Context: an optimization exercise on an open-source flow, tuned for small area and a short achievable clock period. The choices shown serve that exercise and are no tape-out recipe.
In this exercise RTL edits were held to simulation tests only and were not proved equivalent to the original.
Power figures rest on the tool's default switching activity, not on a simulated workload.

===== design/flow/design.v =====
`timescale 1ns / 1ps
module DMemory_IO(
     output logic [15:0] rdata,   
     output logic [6:0] io_display,  
     input logic clock,   
     input logic [15:0] addr,    
     input logic [15:0] wdata,   
     input logic write,   
     input logic read,    
     input logic io_sw0,  
     input logic io_sw1   
     );
reg [15:0] memcell[0:127];  
always_comb
	begin
	if (read == 0) rdata = 0;
	else  
		begin
		if (addr >= 0 && addr < 256) 
               rdata = memcell[addr[7:1]]; 
		else if (addr == 16'hfff0) 		
               rdata = {14'd0,io_sw1,io_sw0};
		else rdata = 0;  
		end
	end
always_ff @(posedge clock)
	if (write == 1 && addr == 16'hfffa) 
         io_display <= wdata[6:0];
always_ff @(posedge clock)
     if (write == 1 && addr>= 0 && addr < 256) 
          memcell[addr[7:1]] <= wdata;
endmodule
module RegFile(
     output logic [15:0] rdata1,   
     output logic [15:0] rdata2,   
     input logic clock,		
     input logic [15:0] wdata,    
     input logic [2:0] waddr,    
     input logic [2:0] raddr1,   
     input logic [2:0] raddr2,   
     input logic write     
     );			
reg [15:0] regcell[0:7];		 
always_ff @(posedge clock) 
     if (write==1) regcell[waddr]<=wdata;
always_comb
     begin
     if (raddr1 == 7) 	rdata1 = 0;
     else rdata1 = regcell[raddr1];
     end
always_comb
     begin
     if (raddr2 == 7) 	rdata2 = 0;
     else rdata2 = regcell[raddr2];
     end
endmodule
module ALU(
     output logic [15:0] result,  
     output logic zero_result,  
     input logic [15:0] indata0,      
     input logic [15:0] indata1,      
     input logic [2:0] select        
     );		
always_comb
	case(select)
	0: result = indata0 + indata1;
	1: result = indata0 - indata1;
	2: result = indata1;
	3: result = indata0 | indata1;
	4: result = indata0 & indata1;
	default: result = 0;
	endcase
always_comb  
	if (result == 0) 	zero_result = 1;
	else 			  	zero_result = 0;
endmodule
module MUX2(
     output logic [15:0] result,    
     input logic [15:0] indata0,   
     input logic [15:0] indata1,   
     input logic select     
     );	
always_comb
	case(select)
	0: result = indata0;
	1: result = indata1;
	endcase
endmodule
module MUX3(
     output logic [2:0] result,    
     input logic [2:0] indata0,   
     input logic [2:0] indata1,   
     input logic select     
     );	
always_comb
	case(select)
	0: result = indata0;
	1: result = indata1;
	endcase
endmodule
module MUX4(
     output logic [15:0] result,  
     input logic [15:0] indata0,  
     input logic [15:0] indata1,  
     input logic [15:0] indata2,  
     input logic [15:0] indata3,  
     input logic [1:0] select     
     );	
always_comb
	case(select)
	0: result = indata0;
	1: result = indata1;
	2: result = indata2;
	3: result = indata3;
	endcase
endmodule
`timescale 1ns / 1ps
module PCLogic(
     output logic [15:0] pc,   
     input logic clock,  
     input logic [15:0] signext,	 
     input logic uncondbranch,
     input logic branch,	
     input logic alu_zero,	
     input logic reset	
     );
always_ff @(posedge clock)
	begin
	if (reset==1) pc <= 0;
	else if ((uncondbranch == 1) || (branch == 1 && alu_zero == 1)) 
	pc <= pc + (signext << 1);
	else pc <= pc+2;  
	end
endmodule
`timescale 1ns / 1ps
module Control(
     output logic reg2loc,
     output logic uncondbranch,
     output logic branch,
     output logic memread,
     output logic memtoreg,
     output logic [2:0] alu_select,
     output logic memwrite,
     output logic alusrc,
     output logic regwrite,
     input logic [3:0] opcode
     );
always_comb
	case(opcode)
	0:	 
		begin
		reg2loc = 0;
		uncondbranch = 0;
		branch = 0;   
		memread = 0;  
		memtoreg = 0;
		alu_select = 0;  
		memwrite = 0; 
		alusrc = 0; 
		regwrite = 1;
		end
	5:     
	    begin
	    reg2loc = 0;
        uncondbranch = 0;
        branch = 0;   
        memread = 1;  
        memtoreg = 1;
        alu_select = 0; 
        memwrite = 0; 
        alusrc = 1; 
        regwrite = 1;
        end
     6:     
        begin
        reg2loc = 1;
        uncondbranch = 0;
        branch = 0;   
        memread = 0;  
        memtoreg = 1;
        alu_select = 0; 
        memwrite = 1; 
        alusrc = 1; 
        regwrite = 0;
        end
    7:     
        begin
        reg2loc = 1;
        uncondbranch = 0;
        branch = 1;   
        memread = 0;  
        memtoreg = 0;
        alu_select = 2; 
        memwrite = 0; 
        alusrc = 0; 
        regwrite = 0;
        end
    8:     
        begin
        reg2loc = 0;
        uncondbranch = 0;
        branch = 0;   
        memread = 0;  
        memtoreg = 0;
        alu_select = 0; 
        memwrite = 0; 
        alusrc = 1; 
        regwrite = 1;
        end
    9:     
        begin
        reg2loc = 0;
        uncondbranch = 0;
        branch = 0;   
        memread = 0;  
        memtoreg = 0;
        alu_select = 4; 
        memwrite = 0; 
        alusrc = 1; 
        regwrite = 1;
        end          
	default:
		begin
		reg2loc = 0;
		uncondbranch = 0;
		branch = 0;   
		memread = 0;   
		memtoreg = 0;  
		alu_select = 0; 
		memwrite = 0; 
		alusrc = 0;    
		regwrite = 0;
		end
	endcase
endmodule
`timescale 1ns / 1ps
module LEGLiteSingle(
	iaddr,		 
	daddr,		 
	dwrite,		 
	dread,		 
	dwdata,		 
	alu_out,	 
	clock,
	idata,		 
	ddata,		 
	reset
	);
output [15:0] iaddr;
output [15:0] daddr;	
output dwrite;
output dread;
output [15:0] dwdata;
output [15:0] alu_out;
input clock;
input [15:0] idata;  
input [15:0] ddata;	
input reset;
wire reg2loc, uncondbranch, branch, memread, memtoreg, memwrite, alusrc, regwrite;
wire [2:0] aluSelect;
wire alu_zero;
wire [15:0] signExtend; 
assign signExtend = {{10{idata[11]}}, idata[11:6]};	
wire [15:0] aluresult;
wire [15:0] rdata1, rdata2, wdata;
wire [15:0] dmemMuxresult, aluMuxresult;
wire [2:0] regMuxresult;
PCLogic pc(iaddr, clock, signExtend, uncondbranch, branch, alu_zero, reset);
MUX3 regMux(regMuxresult,idata[11:9], idata[2:0], reg2loc);
Control cUnit(reg2loc, uncondbranch, branch,memread, memtoreg, aluSelect[2:0], memwrite, alusrc, regwrite, idata[15:12]);
RegFile reg1(rdata1[15:0], rdata2[15:0], clock, dmemMuxresult, idata[2:0], idata[5:3], regMuxresult, regwrite);
MUX2 aluMux(aluMuxresult, rdata2, signExtend, alusrc);
ALU alu1(aluresult, alu_zero, aluMuxresult, rdata1, aluSelect);
MUX2 dmem(dmemMuxresult, aluresult, ddata, memtoreg);
assign daddr = aluresult;     
assign alu_out = aluresult;  
assign dwrite = memwrite; 
assign dread = memread;
assign dwdata = rdata2;
assign wdata = dmemMuxresult;
endmodule

===== design/flow/run.sh =====
#!/bin/bash
# synth_recipe.tcl (not shown) runs the flow's synth.tcl, then flattens the netlist and writes it again
# the make line also repeats each setting of config.mk as NAME=value (left out here)
make -C /OpenROAD-flow-scripts/flow DESIGN_CONFIG=/design/flow/config.mk WORK_HOME=/design/flow/orfs CLKGATE_MAP_FILE= SYNTH_SCRIPT=/design/flow/synth_recipe.tcl finish

===== design/flow/config.mk =====
export PLATFORM = sky130hd
export DESIGN_NAME = LEGLiteSingle
export DESIGN_NICKNAME = LEGLiteSingle
export VERILOG_FILES = /design/flow/design.v
export SDC_FILE = /design/flow/constraint.sdc
export NUM_CORES = 4
export LEC_CHECK = 0
export CAP_MARGIN = 20
export CORE_MARGIN = 5
export CORE_UTILIZATION = 45
export PLACE_DENSITY = 0.6
export SLEW_MARGIN = 20

===== design/flow/constraint.sdc =====
create_clock -name core_clock -period 9.0 [get_ports {clock}]
set_input_delay 1.8000 -clock core_clock [delete_from_list [all_inputs] [get_ports {clock}]]
set_output_delay 1.8000 -clock core_clock [all_outputs]
set_load 0.01 [all_outputs]

==> run summary <==
Result of the run = finished clean
Area growth syn-to-layout = 27.6%
Final design instance area without fill = 12000 µm²
Crit Path Category = input pin to output port
Number of pins with negative max-slew slack in the final report = 0
Worst hold path startpoint = pc.pc[1]
Pin count of the biggest net entering global routing = 21
Netlist cell types = 83
Post-CTS Hold Fix Bufs = 0
HPWL after detailed placement = 23.3 mm
Starting Density = 46.0%
Non-filler cells, final = 1390
Biggest area consumer among synthesized cells = sky130_fd_sc_hd__edfxtp_1
Yosys top cell area share = 39.3%
Core area = 20400 µm²
Smallest hold slack = 0.622 ns
Total CTS buffers = 17
Mapped Area = 9410 µm²
Full die area = 23900 µm²
Worst slew margin relative to its limit = 36.4%
Chip width = 155 µm
Startpoint of the worst-slack reg-to-reg timing path = reg1.regcell[7][1]
Final nets = 1175
Maximum clock path buffer count = 2
GRT Residual Overflow = 0
Cell with the most instances after synthesis = sky130_fd_sc_hd__nand2_1
Buffers inserted by post-CTS timing repair = 0
Synth Net Count = 989
Worst Hold Depth = 2
Slew at the pin closest to its max-slew limit = 0.952 ns
Setup slack on the worst flop-to-flop path = 1.99 ns
Crit-path max FO = 18
Total of warnings raised by yosys = 6
Count of boundary I/O pins = 100
Via count of the first global-routing pass = 7787
Leak = 4.86 nW
Final core utilization = 58.8%
Critical Path Sink Type = output port
Max-capacitance violation count = 0
Portion of the post-synthesis area used by sequential elements = 42.5%
# placed instances = 1357
GPL Wtd Cong = 0.937
Number of cell instances on the worst register-to-register path = 31
Worst setup SP type = input pin
TritonCTS sink count = 138
Mean instance size in the synthesized netlist = 10.2 µm²
Signal arrival time at the worst endpoint = 6.96 ns
CTS-repair resized insts = 0
Async set-or-reset flop fraction in the synthesized netlist = 0%
Post-synthesis register bit count = 138
Required time at the worst-slack endpoint = 7.20 ns
Initial DRC count = 688
Via count = 8092
Fin worst setup slack = 0.243 ns
Worst setup timing slack at the placement stage = -0.102 ns
Most instantiated cells after synthesis = sky130_fd_sc_hd__nand2_1 (132), sky130_fd_sc_hd__edfxtp_1 (123), sky130_fd_sc_hd__mux2i_1 (64), sky130_fd_sc_hd__nor2_1 (59), sky130_fd_sc_hd__a21oi_1 (42)
Clk Tree Root Cell = sky130_fd_sc_hd__clkbuf_16
Top_reg_cell synth = sky130_fd_sc_hd__edfxtp_1
IO Port Bufs = 98
Power density over the cells = 198 nW/µm²
Instance area at placement = 11400 µm²
Synth area leaders = sky130_fd_sc_hd__edfxtp_1 (39%), sky130_fd_sc_hd__mux2i_1 (6.8%), sky130_fd_sc_hd__nand2_1 (5.3%)
Number of synthesized flops with an enable pin = 123
Mean number of vias per cell = 5.82
Global router's overall resource usage = 25.4%
H-tree depth = 4
Clock slew seen by the registers of the worst setup and hold paths = 0.06 ns
Global-route wire length before repair = 46.1 mm
Worst r2r dst = pc.pc[15]
Antenna violations before repair = 0
Final setup violation count = 0
Standard-cell rows = 52
Number of inserted diodes = 0
Hold endpoint = pc.pc[1]
Detailed Route WL = 30.8 mm
Fraction of final layout cells sized beyond drive strength 1 = 20.6%
Clock tree skew after final layout = 0.0127 ns
Fmax = 0.114 GHz
Avg WL per Cell = 22.2 µm
First-pass detailed-route iteration total = 4
Worst-skew pair later-pin latency = 0.43 ns
TritonCTS clock tree = built
Final period utilization = 97.3%
VDD IR-drop max = 125 µV
Die Height = 155 µm
Remaining number of nets flagged by the antenna check after routing = 0
Number of hold violations in the final report = 0
Number of cells produced by synthesis = 921
Residual DRC count = 0
Worst min path class = register to register
Clock period minus final worst setup slack = 8.76 ns
==> final cells by class <==
type | count | area, µm²
fillers | 1807 | 8420
clock buffers | 17 | 425
flip-flops and latches | 138 | 3990
repair buffers | 234 | 2040
multi-input cells | 691 | 4970
inverters | 25 | 93.8
well taps | 270 | 338
clock inverters | 15 | 146
==> cells by family (layout without fill, tap and decap cells) <==
family,Yosys count,in the layout,share of synthesized area [%]
flip-flops,138,138,42.5
other,1,1,0.0399
XOR/XNOR,33,33,3.07
multiplexers,99,99,12.5
AO/OA/AOI/OAI,207,207,15.4
AND/OR/NAND/NOR,317,317,16.6
adder cells (fa/ha/maj),34,34,4.68
buffers and inverters,92,291,5.28
==> worst max-delay path, cell delays in order <==
cell and delay (ns):
sky130_fd_sc_hd__clkdlybuf4s50_1 0.56, sky130_fd_sc_hd__and4b_1 0.29, sky130_fd_sc_hd__a21o_1 0.22, sky130_fd_sc_hd__buf_4 0.29
sky130_fd_sc_hd__buf_4 0.23, sky130_fd_sc_hd__nand2_1 0.06, sky130_fd_sc_hd__and3_1 0.17, sky130_fd_sc_hd__a31oi_1 0.26
sky130_fd_sc_hd__a221o_1 0.25, sky130_fd_sc_hd__ha_1 0.29, sky130_fd_sc_hd__and3_1 0.17, sky130_fd_sc_hd__a22o_1 0.20
sky130_fd_sc_hd__o21ai_1 0.16, sky130_fd_sc_hd__nand3_1 0.10, sky130_fd_sc_hd__a221o_1 0.36, sky130_fd_sc_hd__a31o_2 0.26
sky130_fd_sc_hd__and2_4 0.18, sky130_fd_sc_hd__o311ai_4 0.34, sky130_fd_sc_hd__and2_4 0.22, sky130_fd_sc_hd__clkdlybuf4s50_1 0.53
==> flip-flops by register name, summed over array words and instances, names as in the netlist <==
| signal | cells |
|---|---|
| pc.pc | 15 |
| reg1.regcell | 123 |
==> metal layers <==
layer | vias to the layer above | wire length (µm) | global-route usage, %
met2 | 375 | 13600 | 39.7
met3 | 35 | 2650 | 5.78
met5 | - | 0 | 0
met4 | 0 | 563 | 6.94
li1 | 3809 | - | -
met1 | 3873 | 14000 | 35.8
==> cells in the final DEF, fill, tap and decap left out, drive strengths merged, types with 4 or more instances in the layout <==
cell type / count
nand3b: 7
and3: 16
nor2: 59
clkbuf: 18
o22ai: 12
a31oi: 18
and2: 10
nand2: 132
nor4: 4
ha: 32
and4b: 5
a22o: 9
mux2: 23
a21o: 9
nand2b: 14
mux2i: 65
inv: 34
xor2: 14
clkdlybuf4s50: 95
a21oi: 43
nor2b: 13
a22oi: 8
a211oi: 13
clkinvlp: 4
edfxtp: 123
o32ai: 4
a221o: 11
o21ai: 37
xnor2: 19
dfxtp: 15
o21a: 8
nand3: 23
buf: 137
nor3: 15
mux4: 11
nand4: 6
==> per-stage QoR <==
step           setup TNS (ns)  power (mW)
5_1_grt               -0.0112        2.48
6_report                    0        2.38
3_3_place_gp                0        1.70
3_5_place_dp           -0.102        1.70
4_1_cts                     0        2.38
2_1_floorplan               0        1.31
==> how the worst max path moves through the flow <==
stage	endpoint	from	slack, ns	depth (start not counted)
6_report	daddr[15]	idata[14]	0.24	20
3_5_place_dp	pc.pc[15]	idata[15]	-0.10	35
5_1_grt	alu_out[15]	idata[15]	-0.006	23
2_1_floorplan	pc.pc[15]	idata[15]	0.29	35
4_1_cts	daddr[15]	idata[15]	0.12	21
3_3_place_gp	pc.pc[15]	idata[15]	0.04	33
==> report_power, final <==
| part | switching, mW | internal, mW |
|---|---|---|
| clock network | 0.312 | 0.367 |
| logic | 0.492 | 0.410 |
| registers | 0.00902 | 0.791 |

-- re-timing with driven ports --
The flow's constraints put no driver on any port. The routed layout listed below was extracted and timed again, unchanged, in two steps.
Step 1 assumes that a clkbuf_16 drives the clock port and a buf_2 every other input.
Step 2, shift: input delay + t, output delay - t, t = (earliest + latest rising clock arrival at the registers) / 2. This alone moves slack from input paths to output paths.
Slacks: ideal / step 1 / step 2; pairs: ideal / step 1.
t (ns): 0.475
slack for setup (ns): 0.243 / 0.185 / -0.037
clock arrival spread, ns: 0.012 / 0.013
With both steps, setup timing fails in this run, where it was met with ideal ports. The setup slack of this run moves by -0.058 ns with the drivers and by -0.280 ns with both steps.
